Context: an optimization exercise on an open-source flow, tuned for small area and a short achievable clock period. The choices shown serve that exercise and are no tape-out recipe.
Only simulation tests tie the RTL to the original design; equivalence was not proved.
Power figures rest on the tool's default switching activity, not on a simulated workload.

== rev 12 ==
// pipeline_riscv
module pipeline_riscv (
  input          clk,
  input          nrst,
  input  [31:0]  inst,
  input  [31:0]  data_in,
  output [31:0]  inst_addr,
  output [31:0]  data_addr,
  output [31:0]  data_out,
  output         data_wr,
  output [31:0]  pc_IF,
  output [31:0]  pc_ID,
  output [31:0]  pc_EXE,
  output [31:0]  pc_MEM,
  output [31:0]  pc_WB
  );
  reg  [31:0] pc_r;                       
  reg  [31:0] pc_id, ir;                  
  reg  [4:0]  rs2_r;                      
  reg  [18:0] pd;                         
  reg  [31:0] pc_ex, opa_r, opb_r, md_r;  
  reg  [15:0] imm_r;                      
  reg         ex_add, ex_sub, ex_slt, ex_beq, ex_bne;
  reg         ex_ld, ex_sw, ex_jal, ex_rdw;
  reg  [4:0]  ex_wa;
  reg         ex_inv;                     
  reg  [31:0] pc_mem, alu_m, md_m;        
  reg         me_ld, me_sw, me_jal, me_rdw;
  reg  [4:0]  me_wa;
  ...
Size: about 320 I/O pins.
==> flow/config.mk <==
export PLATFORM = sky130hd
export DESIGN_NAME = pipeline_riscv
export DESIGN_NICKNAME = pipeline_riscv
export VERILOG_FILES = /design/flow/design.v
export SDC_FILE = /design/flow/constraint.sdc
export NUM_CORES = 4
export LEC_CHECK = 0
export CAP_MARGIN = 20
export CORE_MARGIN = 2
export CORE_UTILIZATION = 62
export CTS_BUF_LIST = sky130_fd_sc_hd__clkbuf_16
export CTS_CLUSTER_DIAMETER = 80
export CTS_CLUSTER_SIZE = 20
export PLACE_DENSITY = 0.72
export SETUP_SLACK_MARGIN = 4
export SLEW_MARGIN = 20
export SYNTH_HIERARCHICAL = 1
==> flow/constraint.sdc <==
create_clock -name core_clock -period 7.5 [get_ports {clk}]
set_input_delay 1.5000 -clock core_clock [delete_from_list [all_inputs] [get_ports {clk}]]
set_output_delay 1.5000 -clock core_clock [all_outputs]
set_load 0.01 [all_outputs]
standard.sh (not shown) runs the stock make flow with config.mk's settings and CLKGATE_MAP_FILE= SYNTH_SCRIPT=/design/flow/synth_recipe.tcl, a recipe that flattens the netlist after the stock synthesis.
==> flow/flow/run.sh <==
#!/bin/bash
# The standard layout (standard.sh, unchanged synthesis and steps) with two
# changes: the port buffers are buf_1 cells instead of the default delay
# buffers, and clock tree synthesis inserts no dummy loads.
set -euo pipefail
export BUFFER_PORTS_ARGS="-buffer_cell sky130_fd_sc_hd__buf_1"
export CTS_ARGS="-sink_clustering_enable -repair_clock_nets -sink_clustering_size 20 -sink_clustering_max_diameter 80 -buf_list sky130_fd_sc_hd__clkbuf_16 -dont_use_dummy_load"
bash standard.sh > standard.log 2>&1
Relative to rev 12, the following input files were edited for rev 13:
# rev 12
export LEC_CHECK = 0
export CAP_MARGIN = 20
export CORE_MARGIN = 2
export CORE_UTILIZATION = 62
export CTS_BUF_LIST = sky130_fd_sc_hd__clkbuf_16
export CTS_CLUSTER_DIAMETER = 80
export CTS_CLUSTER_SIZE = 20
export PLACE_DENSITY = 0.72
export SETUP_SLACK_MARGIN = 4
export SLEW_MARGIN = 20
export SYNTH_HIERARCHICAL = 1
create_clock -name core_clock -period 7.5 [get_ports {clk}]
# rev 13
export LEC_CHECK = 0
export CAP_MARGIN = 20
export CORE_MARGIN = 2
export CORE_UTILIZATION = 69
export CTS_BUF_LIST = sky130_fd_sc_hd__clkbuf_16
export CTS_CLUSTER_DIAMETER = 80
export CTS_CLUSTER_SIZE = 20
export PLACE_DENSITY = 0.79
export SETUP_SLACK_MARGIN = 4
export SLEW_MARGIN = 20
export SYNTH_HIERARCHICAL = 1
create_clock -name core_clock -period 7.5 [get_ports {clk}]
--- outcome ---
- Rev 12 has a lower count of vias placed by the detailed router than rev 13.
- Of rev 13 and rev 12, the lower share of post-route cells with drive strength above 1 belongs to rev 12.
- Compared rev 13 against rev 12; final standard cell area without fillers within noise.
- Measured against each other, rev 13 and rev 12 differ in worst setup slack, the lower figure coming from rev 13.
- Compared with rev 12, rev 13 shows a fraction of power spent switching nets that is 0.58 points higher.
- Rev 12 ended up with more cell instances than rev 13 did.
- From rev 12 to rev 13, number of nets with antenna violations after detailed routing did not move at all.
- Rev 12 has lower count of non-CTS buffers in the layout than rev 13.
- Rev 13 consumes more power than rev 12 does.

## re-timing with driven ports
The results above use ideal ports. As a check the final layouts listed here were re-extracted and re-timed, cells and wires unchanged.
Step 1 sets driving cells, clkbuf_16 on the clock port and buf_2 on the other inputs (assumed; they add their load-dependent delay and slew).
Step 2 moves the port delays by t, midway between the first and last clock arrival at a register: inputs arrive t later, outputs are due t later. That takes back most of the time a late clock gives input paths.
a / b / c = no drivers / after step 1 / after step 2; a / b = the first two.
run	t, ns	setup WS [ns]	latest minus earliest clock arrival (ns)
rev 12	0.750	3.628 / 3.628 / 3.469	0.082 / 0.082
rev 13	0.774	3.321 / 3.321 / 3.321	0.082 / 0.082
After both steps setup and hold are still met in every run listed. The setup slack of rev 12, which loses most, moves by 0.000 ns with the drivers and by -0.159 ns with both steps.
